This design comes from an exercise in tuning for small area and a short achievable clock period on the open sky130 flow, not from production work.
RTL that was checked went through simulation tests only; none was proved equivalent to the original.

==> job 3025 <==
## neuron
module neuron(
    input clk , rst , start , EOI , EOF ,
    input signed [6:0] x1 , x2 ,
    input signed [1:0] tin ,
    output learned , updating ,
    output signed [1:0] tout
);
    wire ldX, ldT, upd, eq;
    datapath dp(
        .clk(clk), .rst(rst), .ldX(ldX), .ldT(ldT), .upd(upd),
        .x1in(x1), .x2in(x2), .tin(tin), .tout(tout), .eq(eq)
    );
    controller ct(
        .clk(clk), .rst(rst), .eq(eq), .start(start), .EOF(EOF), .EOI(EOI),
        .ldX(ldX), .ldT(ldT), .upd(upd), .updating(updating), .learned(learned)
    );
endmodule
Settings: LEC_CHECK=0, CAP_MARGIN=20, CORE_MARGIN=2, CORE_UTILIZATION=40, SETUP_SLACK_MARGIN=5, SLEW_MARGIN=20, SYNTH_HIERARCHICAL=1; clock period 9.5 ns.
run.sh (not shown) runs the stock make flow with config.mk's settings and CLKGATE_MAP_FILE= SYNTH_SCRIPT=/design/flow/synth_recipe.tcl, a recipe that flattens the netlist after the stock synthesis.
==> job 9056: changes against job 3025 <==
--- a/flow/design.v
+++ b/flow/design.v
@@ -540,16 +540,18 @@
     wire n447, n448;
     fa u_n447 (.a(n424), .b(n314), .c(n326), .s(n447), .co(n448));
     wire n449, n450;
     fa u_n449 (.a(n339), .b(n352), .c(n365), .s(n449), .co(n450));
     wire n451, n452;
     fa u_n451 (.a(n376), .b(n440), .c(n442), .s(n451), .co(n452));
     wire n453, n454;
     fa u_n453 (.a(n447), .b(n449), .c(n451), .s(n453), .co(n454));
+    wire n455, n456;
+    fa u_n455 (.a(n444), .b(n453), .c(n446), .s(n455), .co(n456));
     wire n457, n458;
     fa u_n457 (.a(n315), .b(n327), .c(n340), .s(n457), .co(n458));
     wire n459, n460;
     fa u_n459 (.a(n353), .b(n366), .c(n377), .s(n459), .co(n460));
     wire n461, n462;
     fa u_n461 (.a(n388), .b(n448), .c(n450), .s(n461), .co(n462));
     wire n463, n464;
     fa u_n463 (.a(n457), .b(n459), .c(n452), .s(n463), .co(n464));
@@ -570,16 +572,18 @@
     wire n479, n480;
     fa u_n479 (.a(n342), .b(n355), .c(n368), .s(n479), .co(n480));
     wire n481, n482;
     fa u_n481 (.a(n379), .b(n392), .c(n468), .s(n481), .co(n482));
     wire n483, n484;
     fa u_n483 (.a(n470), .b(n477), .c(n479), .s(n483), .co(n484));
     wire n485, n486;
     fa u_n485 (.a(n472), .b(n481), .c(n483), .s(n485), .co(n486));
+    wire n487, n488;
+    fa u_n487 (.a(n474), .b(n485), .c(n476), .s(n487), .co(n488));
     wire n489, n490;
     fa u_n489 (.a(bhp[1]), .b(n318), .c(n330), .s(n489), .co(n490));
     wire n491, n492;
     fa u_n491 (.a(n343), .b(n356), .c(n369), .s(n491), .co(n492));
     wire n493, n494;
     fa u_n493 (.a(n380), .b(n394), .c(n478), .s(n493), .co(n494));
     wire n495, n496;
     fa u_n495 (.a(n480), .b(n489), .c(n491), .s(n495), .co(n496));
@@ -628,94 +632,90 @@
     wire n539, n540;
     fa u_n539 (.a(n360), .b(n373), .c(n384), .s(n539), .co(n540));
     wire n541, n542;
     fa u_n541 (.a(n402), .b(n526), .c(n528), .s(n541), .co(n542));
     wire n543, n544;
     fa u_n543 (.a(n537), .b(n539), .c(n530), .s(n543), .co(n544));
     wire n545, n546;
     fa u_n545 (.a(n541), .b(n532), .c(n534), .s(n545), .co(n546));
+    wire n547, n548;
+    fa u_n547 (.a(n543), .b(n536), .c(n545), .s(n547), .co(n548));
     wire n549, n550;
     fa u_n549 (.a(bhp[6]), .b(n349), .c(n361), .s(n549), .co(n550));
     wire n551, n552;
     fa u_n551 (.a(n374), .b(n385), .c(n404), .s(n551), .co(n552));
     wire n553, n554;
     fa u_n553 (.a(n538), .b(n540), .c(n549), .s(n553), .co(n554));
     wire n555, n556;
     fa u_n555 (.a(n551), .b(n542), .c(n553), .s(n555), .co(n556));
+    wire n557, n558;
+    fa u_n557 (.a(n544), .b(n555), .c(n546), .s(n557), .co(n558));
     wire n559, n559_nc;
     fa u_n559 (.a(bhp[7]), .b(n363), .c(n375), .s(n559), .co(n559_nc));
     wire n560, n560_nc;
     fa u_n560 (.a(n386), .b(n406), .c(n550), .s(n560), .co(n560_nc));
     wire n561, n561_nc;
     fa u_n561 (.a(n552), .b(n559), .c(n560), .s(n561), .co(n561_nc));
     wire n562, n562_nc;
     fa u_n562 (.a(n554), .b(n556), .c(n561), .s(n562), .co(n562_nc));
     assign w1n = {n114, n113, n112, n111, n110, n109, n108, n107, n106, n105, n104, n103} ;
     assign w2n = {n228, n227, n226, n225, n224, n223, n222, n221, n220, n219, n218, n217} ;
-    reg [26:0] cs ;
+    reg [22:0] cs ;
     always @(posedge clk, posedge rst) begin
-        if (rst) cs <= 27'b011101010110111010001010010 ;
-        else cs <= {n431, n445, n562, n535, n524, n523, n512, n511, n500, n499, n475, n466, n465, n437, n432, n546, n555, n544, n545, n536, n543, n476, n485, n474, n446, n453, n444} ;
+        if (rst) cs <= 23'b11101101010101010101011 ;
+        else cs <= {n547, n487, n455, n431, n445, n562, n558, n557, n548, n535, n524, n523, n512, n511, n500, n499, n488, n475, n466, n465, n456, n437, n432} ;
     end
-    wire n455, n456;
-    fa u_n455 (.a(cs[0]), .b(cs[1]), .c(cs[2]), .s(n455), .co(n456));
-    wire n487, n488;
-    fa u_n487 (.a(cs[3]), .b(cs[4]), .c(cs[5]), .s(n487), .co(n488));
-    wire n547, n548;
-    fa u_n547 (.a(cs[6]), .b(cs[7]), .c(cs[8]), .s(n547), .co(n548));
-    wire n557, n558;
-    fa u_n557 (.a(cs[9]), .b(cs[10]), .c(cs[11]), .s(n557), .co(n558));
-    wire n563 = cs[12] & cs[13];
-    wire n564 = cs[12] ^ cs[13];
-    wire n565 = n456 & cs[14];
-    wire n566 = n456 ^ cs[14];
-    wire n567 = cs[15] & cs[16];
-    wire n568 = cs[15] ^ cs[16];
-    wire n569 = n488 & cs[17];
-    wire n570 = n488 ^ cs[17];
-    wire n571 = cs[18] & cs[19];
-    wire n572 = cs[18] ^ cs[19];
-    wire n573 = cs[20] & cs[21];
-    wire n574 = cs[20] ^ cs[21];
-    wire n575 = cs[22] & cs[23];
-    wire n576 = cs[22] ^ cs[23];
-    wire n577 = n548 & n557;
-    wire n578 = n548 ^ n557;
-    wire n579 = n558 & cs[24];
-    wire n580 = n558 ^ cs[24];
-    wire n581 = cs[25] & n563;
-    wire n582 = cs[25] & n564;
-    wire n583 = n582 & cs[26];
+    wire n563 = cs[0] & cs[1];
+    wire n564 = cs[0] ^ cs[1];
+    wire n565 = cs[2] & cs[3];
+    wire n566 = cs[2] ^ cs[3];
+    wire n567 = cs[4] & cs[5];
+    wire n568 = cs[4] ^ cs[5];
+    wire n569 = cs[6] & cs[7];
+    wire n570 = cs[6] ^ cs[7];
+    wire n571 = cs[8] & cs[9];
+    wire n572 = cs[8] ^ cs[9];
+    wire n573 = cs[10] & cs[11];
+    wire n574 = cs[10] ^ cs[11];
+    wire n575 = cs[12] & cs[13];
+    wire n576 = cs[12] ^ cs[13];
+    wire n577 = cs[14] & cs[15];
+    wire n578 = cs[14] ^ cs[15];
+    wire n579 = cs[16] & cs[17];
+    wire n580 = cs[16] ^ cs[17];
+    wire n581 = cs[18] & n563;
+    wire n582 = cs[18] & n564;
+    wire n583 = n582 & cs[19];
     wire n584;
     ao21 u_n584 (.g(n567), .p(n568), .c(n565), .y(n584));
     wire n585 = n568 & n566;
-    wire n586 = n585 & n455;
+    wire n586 = n585 & cs[20];
     wire n587;
     ao21 u_n587 (.g(n584), .p(n586), .c(n581), .y(n587));
     wire n588 = n586 & n583;
     wire n589;
     ao21 u_n589 (.g(n571), .p(n572), .c(n569), .y(n589));
     wire n590 = n572 & n570;
-    wire n591 = n590 & n487;
+    wire n591 = n590 & cs[21];
     wire n592;
     ao21 u_n592 (.g(n575), .p(n576), .c(n573), .y(n592));
     wire n593 = n576 & n574;
-    wire n594 = n578 & n547;
+    wire n594 = n578 & cs[22];
     wire n595;
     ao21 u_n595 (.g(n577), .p(n594), .c(n592), .y(n595));
     wire n596 = n594 & n593;
     wire n597;
     ao21 u_n597 (.g(n595), .p(n596), .c(n589), .y(n597));
     wire n598 = n596 & n591;
     wire n599;
     ao21 u_n599 (.g(n597), .p(n598), .c(n587), .y(n599));
     wire n600 = n598 & n588;
     wire n601, n601_nc;
-    fa u_n601 (.a(n558), .b(cs[24]), .c(n599), .s(n601), .co(n601_nc));
+    fa u_n601 (.a(cs[16]), .b(cs[17]), .c(n599), .s(n601), .co(n601_nc));
     assign eq = ~(n601 ^ t1) ;
     assign tout = { n601 , 1'b1 } ;
 endmodule
 module ao21(input g, p, c, output y);
     assign y = g | p & c ;
 endmodule
 module fa(input a, b, c, output s, co);
     assign s = a ^ b ^ c ;
Settings changed: SETUP_SLACK_MARGIN 5 to 4.5, TNS_END_PERCENT set to 5.
==> job 9781: changes against job 3025 <==
--- a/flow/design.v
+++ b/flow/design.v
@@ -540,16 +540,18 @@
     wire n447, n448;
     fa u_n447 (.a(n424), .b(n314), .c(n326), .s(n447), .co(n448));
     wire n449, n450;
     fa u_n449 (.a(n339), .b(n352), .c(n365), .s(n449), .co(n450));
     wire n451, n452;
     fa u_n451 (.a(n376), .b(n440), .c(n442), .s(n451), .co(n452));
     wire n453, n454;
     fa u_n453 (.a(n447), .b(n449), .c(n451), .s(n453), .co(n454));
+    wire n455, n456;
+    fa u_n455 (.a(n444), .b(n453), .c(n446), .s(n455), .co(n456));
     wire n457, n458;
     fa u_n457 (.a(n315), .b(n327), .c(n340), .s(n457), .co(n458));
     wire n459, n460;
     fa u_n459 (.a(n353), .b(n366), .c(n377), .s(n459), .co(n460));
     wire n461, n462;
     fa u_n461 (.a(n388), .b(n448), .c(n450), .s(n461), .co(n462));
     wire n463, n464;
     fa u_n463 (.a(n457), .b(n459), .c(n452), .s(n463), .co(n464));
@@ -570,16 +572,18 @@
     wire n479, n480;
     fa u_n479 (.a(n342), .b(n355), .c(n368), .s(n479), .co(n480));
     wire n481, n482;
     fa u_n481 (.a(n379), .b(n392), .c(n468), .s(n481), .co(n482));
     wire n483, n484;
     fa u_n483 (.a(n470), .b(n477), .c(n479), .s(n483), .co(n484));
     wire n485, n486;
     fa u_n485 (.a(n472), .b(n481), .c(n483), .s(n485), .co(n486));
+    wire n487, n488;
+    fa u_n487 (.a(n474), .b(n485), .c(n476), .s(n487), .co(n488));
     wire n489, n490;
     fa u_n489 (.a(bhp[1]), .b(n318), .c(n330), .s(n489), .co(n490));
     wire n491, n492;
     fa u_n491 (.a(n343), .b(n356), .c(n369), .s(n491), .co(n492));
     wire n493, n494;
     fa u_n493 (.a(n380), .b(n394), .c(n478), .s(n493), .co(n494));
     wire n495, n496;
     fa u_n495 (.a(n480), .b(n489), .c(n491), .s(n495), .co(n496));
@@ -628,94 +632,90 @@
     wire n539, n540;
     fa u_n539 (.a(n360), .b(n373), .c(n384), .s(n539), .co(n540));
     wire n541, n542;
     fa u_n541 (.a(n402), .b(n526), .c(n528), .s(n541), .co(n542));
     wire n543, n544;
     fa u_n543 (.a(n537), .b(n539), .c(n530), .s(n543), .co(n544));
     wire n545, n546;
     fa u_n545 (.a(n541), .b(n532), .c(n534), .s(n545), .co(n546));
+    wire n547, n548;
+    fa u_n547 (.a(n543), .b(n536), .c(n545), .s(n547), .co(n548));
     wire n549, n550;
     fa u_n549 (.a(bhp[6]), .b(n349), .c(n361), .s(n549), .co(n550));
     wire n551, n552;
     fa u_n551 (.a(n374), .b(n385), .c(n404), .s(n551), .co(n552));
     wire n553, n554;
     fa u_n553 (.a(n538), .b(n540), .c(n549), .s(n553), .co(n554));
     wire n555, n556;
     fa u_n555 (.a(n551), .b(n542), .c(n553), .s(n555), .co(n556));
+    wire n557, n558;
+    fa u_n557 (.a(n544), .b(n555), .c(n546), .s(n557), .co(n558));
     wire n559, n559_nc;
     fa u_n559 (.a(bhp[7]), .b(n363), .c(n375), .s(n559), .co(n559_nc));
     wire n560, n560_nc;
     fa u_n560 (.a(n386), .b(n406), .c(n550), .s(n560), .co(n560_nc));
     wire n561, n561_nc;
     fa u_n561 (.a(n552), .b(n559), .c(n560), .s(n561), .co(n561_nc));
     wire n562, n562_nc;
     fa u_n562 (.a(n554), .b(n556), .c(n561), .s(n562), .co(n562_nc));
     assign w1n = {n114, n113, n112, n111, n110, n109, n108, n107, n106, n105, n104, n103} ;
     assign w2n = {n228, n227, n226, n225, n224, n223, n222, n221, n220, n219, n218, n217} ;
-    reg [26:0] cs ;
+    reg [22:0] cs ;
     always @(posedge clk, posedge rst) begin
-        if (rst) cs <= 27'b011101010110111010001010010 ;
-        else cs <= {n431, n445, n562, n535, n524, n523, n512, n511, n500, n499, n475, n466, n465, n437, n432, n546, n555, n544, n545, n536, n543, n476, n485, n474, n446, n453, n444} ;
+        if (rst) cs <= 23'b11101101010101010101011 ;
+        else cs <= {n547, n487, n455, n431, n445, n562, n558, n557, n548, n535, n524, n523, n512, n511, n500, n499, n488, n475, n466, n465, n456, n437, n432} ;
     end
-    wire n455, n456;
-    fa u_n455 (.a(cs[0]), .b(cs[1]), .c(cs[2]), .s(n455), .co(n456));
-    wire n487, n488;
-    fa u_n487 (.a(cs[3]), .b(cs[4]), .c(cs[5]), .s(n487), .co(n488));
-    wire n547, n548;
-    fa u_n547 (.a(cs[6]), .b(cs[7]), .c(cs[8]), .s(n547), .co(n548));
-    wire n557, n558;
-    fa u_n557 (.a(cs[9]), .b(cs[10]), .c(cs[11]), .s(n557), .co(n558));
-    wire n563 = cs[12] & cs[13];
-    wire n564 = cs[12] ^ cs[13];
-    wire n565 = n456 & cs[14];
-    wire n566 = n456 ^ cs[14];
-    wire n567 = cs[15] & cs[16];
-    wire n568 = cs[15] ^ cs[16];
-    wire n569 = n488 & cs[17];
-    wire n570 = n488 ^ cs[17];
-    wire n571 = cs[18] & cs[19];
-    wire n572 = cs[18] ^ cs[19];
-    wire n573 = cs[20] & cs[21];
-    wire n574 = cs[20] ^ cs[21];
-    wire n575 = cs[22] & cs[23];
-    wire n576 = cs[22] ^ cs[23];
-    wire n577 = n548 & n557;
-    wire n578 = n548 ^ n557;
-    wire n579 = n558 & cs[24];
-    wire n580 = n558 ^ cs[24];
-    wire n581 = cs[25] & n563;
-    wire n582 = cs[25] & n564;
-    wire n583 = n582 & cs[26];
+    wire n563 = cs[0] & cs[1];
+    wire n564 = cs[0] ^ cs[1];
+    wire n565 = cs[2] & cs[3];
+    wire n566 = cs[2] ^ cs[3];
+    wire n567 = cs[4] & cs[5];
+    wire n568 = cs[4] ^ cs[5];
+    wire n569 = cs[6] & cs[7];
+    wire n570 = cs[6] ^ cs[7];
+    wire n571 = cs[8] & cs[9];
+    wire n572 = cs[8] ^ cs[9];
+    wire n573 = cs[10] & cs[11];
+    wire n574 = cs[10] ^ cs[11];
+    wire n575 = cs[12] & cs[13];
+    wire n576 = cs[12] ^ cs[13];
+    wire n577 = cs[14] & cs[15];
+    wire n578 = cs[14] ^ cs[15];
+    wire n579 = cs[16] & cs[17];
+    wire n580 = cs[16] ^ cs[17];
+    wire n581 = cs[18] & n563;
+    wire n582 = cs[18] & n564;
+    wire n583 = n582 & cs[19];
     wire n584;
     ao21 u_n584 (.g(n567), .p(n568), .c(n565), .y(n584));
     wire n585 = n568 & n566;
-    wire n586 = n585 & n455;
+    wire n586 = n585 & cs[20];
     wire n587;
     ao21 u_n587 (.g(n584), .p(n586), .c(n581), .y(n587));
     wire n588 = n586 & n583;
     wire n589;
     ao21 u_n589 (.g(n571), .p(n572), .c(n569), .y(n589));
     wire n590 = n572 & n570;
-    wire n591 = n590 & n487;
+    wire n591 = n590 & cs[21];
     wire n592;
     ao21 u_n592 (.g(n575), .p(n576), .c(n573), .y(n592));
     wire n593 = n576 & n574;
-    wire n594 = n578 & n547;
+    wire n594 = n578 & cs[22];
     wire n595;
     ao21 u_n595 (.g(n577), .p(n594), .c(n592), .y(n595));
     wire n596 = n594 & n593;
     wire n597;
     ao21 u_n597 (.g(n595), .p(n596), .c(n589), .y(n597));
     wire n598 = n596 & n591;
     wire n599;
     ao21 u_n599 (.g(n597), .p(n598), .c(n587), .y(n599));
     wire n600 = n598 & n588;
     wire n601, n601_nc;
-    fa u_n601 (.a(n558), .b(cs[24]), .c(n599), .s(n601), .co(n601_nc));
+    fa u_n601 (.a(cs[16]), .b(cs[17]), .c(n599), .s(n601), .co(n601_nc));
     assign eq = ~(n601 ^ t1) ;
     assign tout = { n601 , 1'b1 } ;
 endmodule
 module ao21(input g, p, c, output y);
     assign y = g | p & c ;
 endmodule
 module fa(input a, b, c, output s, co);
     assign s = a ^ b ^ c ;
Settings changed: SETUP_SLACK_MARGIN 5 to 4.0, TNS_END_PERCENT set to 5.
==> results.json <==
{
  "crit_path_start": "tin[1]",
  "status": "finished clean",
  "met1_usage_pct": 30.68,
  "timing.final.crit_share_pct": 51.74
}
-- figures above: job 9056

==> results.json <==
{
  "timing.final.crit_share_pct": 55.98,
  "crit_path_start": "dp.cs[10]",
  "multi_input_cells": 690,
  "synthCells": 818,
  "gr-usage-met2_pct": 33.41,
  "met1_usage_pct": 29.15,
  "status": "finished clean",
  "yosysMostFrequentCell": "fa_1"
}
-- figures above: job 3025

==> results.json <==
{
  "status": "finished clean",
  "timing.final.crit_share_pct": 56.49,
  "period_minus_slack_ns": 5.366,
  "setup_tns_ns": 0,
  "crit_path_start": "x1[3]",
  "core_area_um2": 19460,
  "largest_reg_flops": 22,
  "met1_usage_pct": 29.68
}
-- figures above: job 9781

No functional check of the RTL was part of job 3025.

[separate check: timing with driven ports]
Ports are ideal in the flow. The routed layouts listed here were re-timed in OpenROAD.
Step 1, drivers: a clkbuf_16 drives clk and a buf_2 each remaining input, both assumed.
Step 2 adds t to the input delays and takes it off the output delays; t is the mean of the earliest and latest rising clock arrival at the registers after step 1. Input paths then give back, and output paths get back, about the clock's delay inside the block.
a / b / c = ideal / step 1 / step 2; a / b = the first two.
run	t, ns	setup WS [ns]	worst setup path after step 2	clock arrival spread, ns
job 3025	0.394	4.182 / 4.182 / 4.182	register to register	0.011 / 0.012
job 9056	0.392	4.585 / 4.606 / 4.215	input to register	0.017 / 0.017
job 9781	0.387	4.134 / 4.156 / 3.769	input to register	0.008 / 0.008
After both steps every run listed still meets setup and hold. For job 9056, which loses most, drivers alone change the setup slack by +0.021 ns; drivers and shift together by -0.370 ns.
